Background: an optimization exercise with open tools, aiming at small area and a short achievable clock period. Do not read the settings as production practice.
Function was checked by simulation only, so behaviour that the tests miss may differ from the original.
No activity file was given, so power comes from the tool's default toggle rates.

run 1:
// cpu
module cpu (
    input clk,
    input reset,
    output [31:0] iaddr,
    input [31:0] idata,
    output [31:0] daddr,
    input [31:0] drdata,
    output [31:0] dwdata,
    output [3:0] dwe
);
    wire [6:0] op = idata[6:0];
    wire [2:0] f3 = idata[14:12];
    wire is_load   = ~op[6] & ~op[5] & ~op[4];
    wire is_store  = ~op[6] &  op[5] & ~op[4];
    wire is_branch =  op[6] & ~op[2];
    wire is_jal    =  op[6] &  op[3];
    wire is_jalr   =  op[6] &  op[2] & ~op[3];
    wire is_lui    = ~op[6] &  op[5] &  op[2];
    wire is_auipc  = ~op[6] & ~op[5] &  op[2];
    wire regwrite  = ~is_branch & ~is_store;
    wire s = idata[31];
    wire [31:0] imm_i  = {{20{s}}, idata[31:20]};
    wire [31:0] imm_ls = {{20{s}}, idata[31:25], is_store ? idata[11:7] : idata[24:20]};
    wire [31:0] imm_u  = {idata[31:12], 12'b0};
    wire [31:0] imm_b  = {{20{s}}, idata[7], idata[30:25], idata[11:8], 1'b0};
    wire [31:0] imm_j  = {{12{s}}, idata[19:12], idata[20], idata[30:21], 1'b0};
    wire [31:0] imm_pc = op[6] ? (op[2] ? imm_j : imm_b) : imm_u;    
    reg [31:1] pc;
    assign iaddr = {pc, 1'b0};
    wire [31:0] rv1, rv2;
    reg [31:0] wdata;
    registers REGISTERS(
        .clk(clk), .rs1(idata[19:15]), .rs2(idata[24:20]), .rd(idata[11:7]),
        .we(regwrite), .wdata(wdata), .rv1(rv1), .rv2(rv2)
    );
    wire [31:0] agu;
    ksadd AGU(.a(rv1), .b(imm_ls), .y(agu));
    assign daddr = agu;
    wire [31:0] a = rv1;
    wire [31:0] b = op[5] ? rv2 : imm_i;
    wire sub = op[6] | (~f3[2] & f3[1]) | ((f3 == 3'b000) & op[5] & idata[30]);
    wire [32:0] sum;
  ...
Size: about 170 I/O pins.
Settings: LEC_CHECK=0, ABC_CLOCK_PERIOD_IN_PS=10000, CAP_MARGIN=20, CORE_MARGIN=2, CORE_UTILIZATION=40, CTS_BUF_LIST=sky130_fd_sc_hd__clkbuf_8, SETUP_SLACK_MARGIN=5, SLEW_MARGIN=20, SYNTH_HIERARCHICAL=1; clock period 15.0 ns.
run.sh (not shown) runs the stock make flow with config.mk's settings and CLKGATE_MAP_FILE= SYNTH_SCRIPT=/design/flow/synth_recipe.tcl, a recipe that flattens the netlist after the stock synthesis.
Run 1 | status: complete | timing, DRC, antenna: pass
What run 2 does differently from run 1 at the input level:
- SETUP_SLACK_MARGIN removed (was 5)
- CTS_CLUSTER_SIZE newly set to 20
- CORE_UTILIZATION changed from 40 to 50
==> flow/flow/run.sh (new file) <==
#!/bin/bash
# Layout flow: the standard ORFS flow (standard.sh, unchanged synthesis,
# floorplan, power grid, placement, CTS and routing), run with a larger setup
# repair margin so that timing repair keeps improving the critical paths, and
# with buf_2 cells as the port buffers. The make output goes to orfs_make.log;
# each ORFS step keeps its own log under orfs/logs/.
set -euo pipefail
bash standard.sh \
    SETUP_SLACK_MARGIN=5.8 \
    "BUFFER_PORTS_ARGS=-buffer_cell sky130_fd_sc_hd__buf_2" \
    finish > orfs_make.log 2>&1
==> flow/standard.sh (new file) <==
#!/bin/bash
# synth_recipe.tcl (not shown) runs the flow's synth.tcl, then flattens the netlist and writes it again
# the make line also repeats each setting of config.mk as NAME=value (left out here)
make -C /OpenROAD-flow-scripts/flow DESIGN_CONFIG=/design/flow/config.mk WORK_HOME=/design/flow/orfs CLKGATE_MAP_FILE= SYNTH_SCRIPT=/design/flow/synth_recipe.tcl "${@:-finish}"
removed: flow/run.sh
[summary]
Every stage of the flow completed for run 2, and the final layout passed the timing, DRC and antenna checks. Die area: run 2 < run 1. For power, dividing the value from run 1 by the value from run 2 gives 0.948. Non-clock buffer count was higher in run 2 than in run 1. For the number of gates on the worst path with buffers counted, run 2 came in 3 higher than run 1 did.
For run 3, these inputs were changed with respect to run 2:
- a change of CORE_UTILIZATION from 50 to 40
- a deleted CTS_CLUSTER_SIZE that had been 20
diff --git a/flow/flow/run.sh b/flow/flow/run.sh
--- a/flow/flow/run.sh
+++ b/flow/flow/run.sh
@@ -9 +9 @@
-    SETUP_SLACK_MARGIN=5.8 \
+    SETUP_SLACK_MARGIN=6.5 \
### Flow results
Every stage of run 3 finished as expected; the final checks, on the other hand, flagged capacitance limit, slew limit, which means the layout fails.
Against run 2 as the reference, run 3 delivers a higher pin count of the biggest net entering global routing.
Run 3 vs. run 2: well tap count moved up, worst stage delay on the critical path held, routed wire length has decreased.
Changes in run 4 relative to run 3:
- CAP_MARGIN now 10, was 20
- CTS_CLUSTER_SIZE now 20, previously not set
- SLEW_MARGIN now 10, was 20
diff --git a/flow/flow/run.sh b/flow/flow/run.sh
--- a/flow/flow/run.sh
+++ b/flow/flow/run.sh
@@ -9 +9 @@
-    SETUP_SLACK_MARGIN=6.5 \
+    SETUP_SLACK_MARGIN=5.5 \
- Run 4: done, clean on timing, DRC and antenna
- Against run 3 as the reference, run 4 delivers a lower number of clock buffer instances in the layout.
- Re post-CTS resize count: run 3 and run 4 aren't equal, and the higher value belongs to run 3.
- Number of optimization iterations in the first detailed-route pass | run 4 below run 3
- For the switching power summed over all nets, run 4 came in about 4.6% lower than run 3 did.
- Power was higher in the run labelled run 3.
- In run 4 relative to run 3, final cell count had gone down slightly.
- Clock period minus final worst setup slack for run 4 is higher than for run 3.
- Summary — met2 wirelength from detailed routing, run 4 relative to run 3: lower, by about 1.7%.
- In the final reports, the cell area of run 4 is smaller than that of run 3.
Modified inputs, run 5 compared to run 4
- CAP_MARGIN now 20, was 10
- SLEW_MARGIN now 20, was 10
diff --git a/flow/flow/run.sh b/flow/flow/run.sh
--- a/flow/flow/run.sh
+++ b/flow/flow/run.sh
@@ -9 +9 @@
-    SETUP_SLACK_MARGIN=5.5 \
+    SETUP_SLACK_MARGIN=5.8 \
Findings:
Diff run 4..run 5 | number of remaining DRC errors | unchanged. Relative to run 4, fraction of standard cell area in multi-input logic decreased by 0.28 points in run 5. In run 5 the growth of design area from synthesis to finish turned out 3.7 points higher than in run 4. Of run 5 and run 4, the lower first-pass iteration count of the detailed router belongs to run 4. Comparing run 5 and run 4, count of filler cells inserted in the layout is higher on run 4. Changes observed in run 5 relative to run 4: share of the clock period used by the worst path moved down; leakage power +0.79 nW; wire length of the first global-routing pass now smaller; arrival time at the worst endpoint shrank by 0.28 ns; final design instance area without fill +3.2%. In run 5 the setup slack turned out 0.28 ns higher than in run 4.

## what the ideal ports hide
The results above use ideal ports. As a check the final layouts listed here were re-extracted and re-timed, cells and wires unchanged.
Step 1: set_driving_cell puts a clkbuf_16 on clk and a buf_2 on each other input, an assumption about the parent block.
Step 2 also shifts input and output timing later by t, the mid clock arrival at the registers, as if the neighbouring blocks saw the same clock.
Three values: ideal ports, drivers, drivers and shift; two values: the first two.
run | t (ns) | setup slack, ns | worst hold slack (ns) | latest minus earliest clock arrival (ns)
run 1 | 1.016 | 4.920 / 4.854 / 4.161 | 0.495 / 0.495 / 0.495 | 0.059 / 0.059
run 2 | 0.992 | 5.515 / 5.427 / 4.663 | 0.495 / 0.495 / 0.495 | 0.036 / 0.036
run 3 | 0.977 | 5.521 / 5.416 / 5.416 | 0.495 / 0.495 / 0.495 | 0.071 / 0.072
run 4 | 0.995 | 5.339 / 5.303 / 4.459 | 0.496 / 0.496 / 0.496 | 0.078 / 0.078
run 5 | 0.991 | 5.624 / 5.534 / 4.693 | 0.493 / 0.493 / 0.493 | 0.056 / 0.056
For run 5, which loses most, drivers alone change the setup slack by -0.090 ns; drivers and shift together by -0.931 ns.
